From an optimization exercise on the open Yosys and OpenROAD flow, aimed at small area, a short achievable clock period and few clock cycles per item; shortcuts taken in it are not production practice. Function was checked by simulation only, so behaviour that the tests miss may differ from the original. Power figures rest on the tool's default switching activity, not on a simulated workload.

Design speck_rc4_keygen, start of the top module:
module speck_rc4_keygen (
    input             clk,
    input             rst,
    input             start,
    input      [63:0] X,
    input      [63:0] Y1,
    input      [63:0] K1,
    input      [63:0] H1,
    input      [3:0]  add_to_read,
    output            ready,
    output     [3:0]  out,
    output     [31:0] final_out
);
Settings: LEC_CHECK=0, ABC_CLOCK_PERIOD_IN_PS=4000, CAP_MARGIN=20, CORE_MARGIN=2, CORE_UTILIZATION=40, CTS_CLUSTER_DIAMETER=100, CTS_CLUSTER_SIZE=16, SETUP_SLACK_MARGIN=2.6, SLEW_MARGIN=20, TNS_END_PERCENT=10; clock period 7.0 ns.
standard.sh (not shown) runs the stock make flow with config.mk's settings and CLKGATE_MAP_FILE= SYNTH_SCRIPT=/design/flow/synth_recipe.tcl, a recipe that flattens the netlist after the stock synthesis.
==> flow/flow/run.sh <==
#!/bin/bash
# Standard ORFS flow (the standard.sh, standard synthesis unchanged);
# the only change is the cell used to buffer the ports: buf_1 instead of
# the default clkdlybuf4s50_1 (every port still gets its own buffer).
set -o pipefail
bash standard.sh BUFFER_PORTS_ARGS="-buffer_cell sky130_fd_sc_hd__buf_1" finish > flow_make.log 2>&1
The baseline ran to the end with no violations.
Testbench counts at the start, summed over its fixed seeds: cycles 10,560, items 320.
Rerun with:
CTS_CLUSTER_DIAMETER = default   (was 100)
CTS_CLUSTER_SIZE = default   (was 16)
TNS_END_PERCENT = default   (was 10)
Outcome: Clock skew came out lower by 0.0035 ns. Non-clock buffer count shrinks by 13. Wire length came out higher by 1.2%. Power climbs by 4.8%. Area after synthesis stays the same. Cell area increases by 1.9%.

* * *

## v3
Another version of the RTL of speck_rc4_keygen (not shown whole).
Size in the first run: ~2700 cells after synthesis, ~290 flip-flops, ~300 I/O pins, about 26000 µm² of cells after synthesis.
Settings: LEC_CHECK=0, ABC_CLOCK_PERIOD_IN_PS=4000, CAP_MARGIN=20, CORE_MARGIN=2, CORE_UTILIZATION=52, CTS_BUF_LIST=sky130_fd_sc_hd__clkbuf_4 sky130_fd_sc_hd__clkbuf_8, SETUP_SLACK_MARGIN=2.2, SLEW_MARGIN=20; clock period 7.0 ns.
Scripts as last shown in full above: flow/flow/run.sh
Testbench counts of v3, summed over its fixed seeds: cycles 10,240, items 320.
Modified inputs, v32 compared to v3
- CTS_BUF_LIST: sky130_fd_sc_hd__clkbuf_4 sky130_fd_sc_hd__clkbuf_8 -> unset
- CORE_UTILIZATION: 52 -> 40
### Flow results
Summary — number of cells on the worst reg-to-reg path, v32 relative to v3: lower, by 4. Changes observed in v32 relative to v3: clock-cell share of area grew by 0.47 points, buffer count excluding the clock tree in the final layout held steady, count of flip-flops and latches held steady, met1 usage shrank by 12 points. On v32: design area is about 1% higher than what v3 gave. Taking v3 as the reference, in v32 worst setup slack went up 0.023 ns; total routed wirelength now sits higher.

* * *

Setup of lane 2:
Another version of the RTL of speck_rc4_keygen (not shown whole).
Size in the first run: about 2600 cells after synthesis, roughly 300 I/O pins.
## speck_rc4_keygen
module speck_rc4_keygen (
    input             clk,
    input             rst,
    input             start,
    input      [63:0] X,
    input      [63:0] Y1,
    input      [63:0] K1,
    input      [63:0] H1,
    input      [3:0]  add_to_read,
    output            ready,
    output     [3:0]  out,
    output     [31:0] final_out
);
    reg        idle, speck, hash, ksa, prga, flush;
    reg [3:0]  cnt;             
    reg [3:0]  jAq, r2, r3;     
    reg [3:0]  tAr, tBr, aval;  
    reg        asel;
    reg [63:0] A, B, K, C;
    wire [63:0] sum;
    wire        c56;
    adder_speck add (.ain1(A >> 7), .ain2(B), .add_out(sum), .c56(c56));
    wire [63:0] r_new = sum ^ (hash ? (A << 2) : K);           
    wire [63:0] ky    = K ^ (B << 2);
    wire [63:0] y_new = sum ^ ky;
    wire [63:0] h0    = (sum << 2) ^ ((ky << 2) ^ C);          
    wire [7:0] htop0 = ({7'd0, A[63]} + B[63:56])        ^ A[61:54];
    wire [7:0] htop1 = ({7'd0, A[63]} + B[63:56] + 8'd1) ^ A[61:54];
    wire [7:0] htop  = c56 ? htop1 : htop0;
    wire [3:0] k0_0  = htop0[7:4];
    wire [3:0] k0_1  = htop1[7:4];
    wire [3:0] kk_0  = htop0[7:4] + htop0[3:0];
    wire [3:0] kk_1  = htop1[7:4] + htop1[3:0];
    wire [3:0] kk    = c56 ? kk_1 : kk_0;
    function [3:0] rd(input [63:0] s, input [3:0] idx);
        rd = s[4*idx +: 4];
    endfunction
    wire [3:0] o0 = {3'd0, prga};           
    wire [3:0] o1 = {2'd0, prga, ~prga};    
    wire [3:0] ka = A[63:60];               
    wire [3:0] kb = A[59:56];               
    wire [3:0] sa = prga ? B[7:4]  : B[3:0];
    wire [3:0] sb = prga ? B[11:8] : B[7:4];
    wire [3:0] jAr = jAq;
  ...
Settings: LEC_CHECK=0, ABC_CLOCK_PERIOD_IN_PS=4000, CAP_MARGIN=20, CORE_MARGIN=2, CORE_UTILIZATION=40, CTS_CLUSTER_DIAMETER=100, CTS_CLUSTER_SIZE=16, PLACE_DENSITY=0.88, SETUP_SLACK_MARGIN=2.6, SLEW_MARGIN=20; clock period 7.0 ns.
Scripts as last shown in full above: flow/flow/run.sh
Testbench counts of lane 2, summed over its fixed seeds: cycles 10,560, items 320.
The following lists how lane 1 was set up differently from lane 2:
- a deleted PLACE_DENSITY that had been 0.88
- Lane 1 reports a higher achievable clock frequency than lane 2 does.
- Lane 1: worst setup slack 0.029 ns above lane 2
- Lane 1 ends up with a clock-buffer cell count that is 2 lower than in lane 2.
- Cell count delta (lane 2 -> lane 1): insignificant
- Final standard cell utilization of the core (lane 1 over lane 2): increase, 0.33 points

* * *

speck_rc4_keygen with an RTL version that a note above also has.
Size in the first run: about 2,600 cells after synthesis, about 290 flip-flops, ~0.026 mm2 of cells after synthesis.
clock: 7.0 ns
lec_check: 0
abc_clock_period_in_ps: 4000
cap_margin: 20
core_margin: 2
core_utilization: 40
setup_slack_margin: 2.6
slew_margin: 20
==> flow/flow/run.sh <==
#!/bin/bash
# Standard ORFS flow (the standard.sh, standard synthesis unchanged) with
# two layout settings changed:
#  - ports are buffered with buf_1 instead of clkdlybuf4s50_1 (every port
#    still gets its own buffer);
#  - timing repair may resize a cell to any footprint (MATCH_CELL_FOOTPRINT=0),
#    not only to cells of the same width.
set -o pipefail
bash standard.sh BUFFER_PORTS_ARGS="-buffer_cell sky130_fd_sc_hd__buf_1" MATCH_CELL_FOOTPRINT=0 finish > flow_make.log 2>&1
Testbench counts at the start, summed over its fixed seeds: cycles 10,560, items 320.
Edit:
==> flow/flow/run.sh (replaced) <==
#!/bin/bash
# Standard ORFS flow (the standard.sh, standard synthesis unchanged);
# the only change is the cell used to buffer the ports: buf_1 instead of
# the default clkdlybuf4s50_1 (every port still gets its own buffer).
set -o pipefail
bash standard.sh BUFFER_PORTS_ARGS="-buffer_cell sky130_fd_sc_hd__buf_1" finish > flow_make.log 2>&1
--- a/flow/config.mk
+++ b/flow/config.mk
@@ -11,0 +12,2 @@
+export CTS_CLUSTER_DIAMETER = 100
+export CTS_CLUSTER_SIZE = 16
After rerunning: Die area stays the same; area after synthesis does not change; count of clock-buffer cells in the layout came out lower by 10; combinational power stays flat; wire length came out lower by about 1%; register-to-register slack loses 0.03 ns.

* * *

Setup of juniper:
RTL: one of the versions met above, not the one the previous note started from.
For scale: ~2600 cells after synthesis, roughly 290 flip-flops.
Settings: LEC_CHECK=0, ABC_CLOCK_PERIOD_IN_PS=4000, CAP_MARGIN=20, CORE_MARGIN=2, CORE_UTILIZATION=40, CTS_CLUSTER_DIAMETER=100, CTS_CLUSTER_SIZE=16, PLACE_DENSITY=0.75, SETUP_SLACK_MARGIN=2.6, SLEW_MARGIN=20; clock period 7.0 ns.
==> flow/flow/run.sh <==
#!/bin/bash
# Standard ORFS flow (the standard.sh, standard synthesis unchanged);
# the only change is the cell used to buffer the ports: buf_1 instead of
# the default clkdlybuf4s50_1 (every port still gets its own buffer).
set -o pipefail
bash standard.sh BUFFER_PORTS_ARGS="-buffer_cell sky130_fd_sc_hd__buf_1" finish > flow_make.log 2>&1
Testbench counts of juniper, summed over its fixed seeds: cycles 10,560, items 320.
Edits applied to the flow inputs when going from juniper to violet:
- changing CTS_CLUSTER_SIZE from 16 to 22
- changing SETUP_SLACK_MARGIN from 2.6 to 2.5
--- outcome ---
- Area occupied by registers of violet is on par with juniper.
- Total of flip-flops plus latches after synthesis came out exactly the same in juniper and violet.
- The core of violet is less densely filled than that of juniper.
- violet vs juniper on buffering stage count on the worst path with inverters included: violet is the higher one.
For garnet, these inputs were changed with respect to violet:
- CTS_CLUSTER_SIZE now 16, was 22
- SETUP_SLACK_MARGIN now 2.4, was 2.5
- PLACE_DENSITY no longer set, was 0.75
==> comparison <==
The non-clock buffer count in the final layout of garnet and that of violet are within noise of each other.
violet vs garnet, launching instance or port of the critical path: prga vs add_to_read[1]
Comparing garnet and violet, the higher wire length is on garnet.
garnet and violet ended up with roughly the same total power.
Setup changes, garnet to fjord
- SETUP_SLACK_MARGIN: 2.4 -> 2.8
Notes after the runs:
- fjord closes out successfully: all stages finished, all timing, DRC and antenna checks passed.
- Fmax: fjord vs garnet up about 3.6%
- The number of multi-input logic gates was comparable across garnet and fjord.
- Summary: clock period minus worst slack, fjord better than garnet
- Final cycle utilization of the critical path is higher on garnet
- Compared to garnet, fjord leaves less free space in the core.
- The clock group total power on fjord is in line with that on garnet.
- Relative to garnet, fjord improves post-placement setup slack.
- Wire length of garnet is on par with fjord.
Setup changes, fjord to ember
- swapping 2.8 for 2.6 in SETUP_SLACK_MARGIN
- swapping 16 for 22 in CTS_CLUSTER_SIZE
==> comparison <==
Across ember and fjord, the outcome is the same: a clean finish for every run. A launch point of the worst path of jAq[0] is what ember shows, while add_to_read[0] belongs to fjord. ember ended with more final wirelength than fjord. Total power: ember and fjord compared, higher one is fjord. Looking at critical path buffer and inverter count, ember sits 2 above fjord. ember vs fjord: final cycle utilization of the critical path up. Routing usage on met1 (ember over fjord): increase, 3.1 points. Relative to fjord, post-layout minimum cycle time has gone up in ember. ember vs. fjord: worst hold slack level; internal power consumption moved down. Fmax, ember vs fjord: down slightly. NOTE: fraction of power spent switching nets in ember exceeds that of fjord. In the flow results for ember and fjord, the final non-filler cell area is larger on fjord.

-- re-timing with driven ports --
How much do the figures lean on ideal ports? The routed layouts below were timed once more, with nothing changed but the port constraints.
Step 1 sets driving cells, clkbuf_16 on the clock port and buf_2 on the other inputs (assumed; they add their load-dependent delay and slew).
Step 2 adds t to the input delays and takes it off the output delays; t is the mean of the earliest and latest rising clock arrival at the registers after step 1. Input paths then give back, and output paths get back, about the clock's delay inside the block.
Slacks: no drivers / after step 1 / after step 2; pairs: no drivers / after step 1.
run	t, ns	slack for setup (ns)	worst hold slack (ns)	clock arrival spread, ns	slew at the worst register clock pin (ns)
the first run of note 1	0.651	2.487 / 2.457 / 2.457	0.651 / 0.651 / 0.651	0.040 / 0.040	0.09 / 0.09
the second run of note 1	0.643	2.626 / 2.619 / 2.619	0.633 / 0.633 / 0.633	0.037 / 0.037	0.07 / 0.07
v3	0.750	1.954 / 1.954 / 1.954	0.558 / 0.558 / 0.558	0.046 / 0.046	0.07 / 0.07
v32	0.629	1.977 / 1.977 / 1.977	0.565 / 0.565 / 0.565	0.025 / 0.025	0.07 / 0.07
lane 2	0.623	2.537 / 2.506 / 2.506	0.571 / 0.571 / 0.571	0.023 / 0.023	0.09 / 0.09
lane 1	0.652	2.565 / 2.565 / 2.565	0.601 / 0.601 / 0.601	0.028 / 0.028	0.08 / 0.08
the first run of note 4	0.619	2.584 / 2.548 / 2.548	0.608 / 0.608 / 0.608	0.015 / 0.015	0.06 / 0.06
the second run of note 4	0.655	2.597 / 2.597 / 2.597	0.642 / 0.642 / 0.642	0.039 / 0.039	0.09 / 0.09
juniper	0.635	2.574 / 2.508 / 2.508	0.619 / 0.619 / 0.619	0.030 / 0.030	0.10 / 0.10
violet	0.623	2.484 / 2.484 / 2.484	0.585 / 0.585 / 0.585	0.038 / 0.039	0.12 / 0.12
garnet	0.635	2.431 / 2.368 / 2.368	0.567 / 0.567 / 0.567	0.025 / 0.025	0.08 / 0.08
fjord	0.634	2.591 / 2.543 / 2.543	0.597 / 0.597 / 0.597	0.030 / 0.030	0.08 / 0.08
ember	0.629	2.576 / 2.563 / 2.563	0.594 / 0.594 / 0.594	0.035 / 0.035	0.10 / 0.10
After both steps every run listed still meets setup and hold. The setup slack of juniper, which loses most, moves by -0.066 ns with the drivers and by -0.066 ns with both steps.
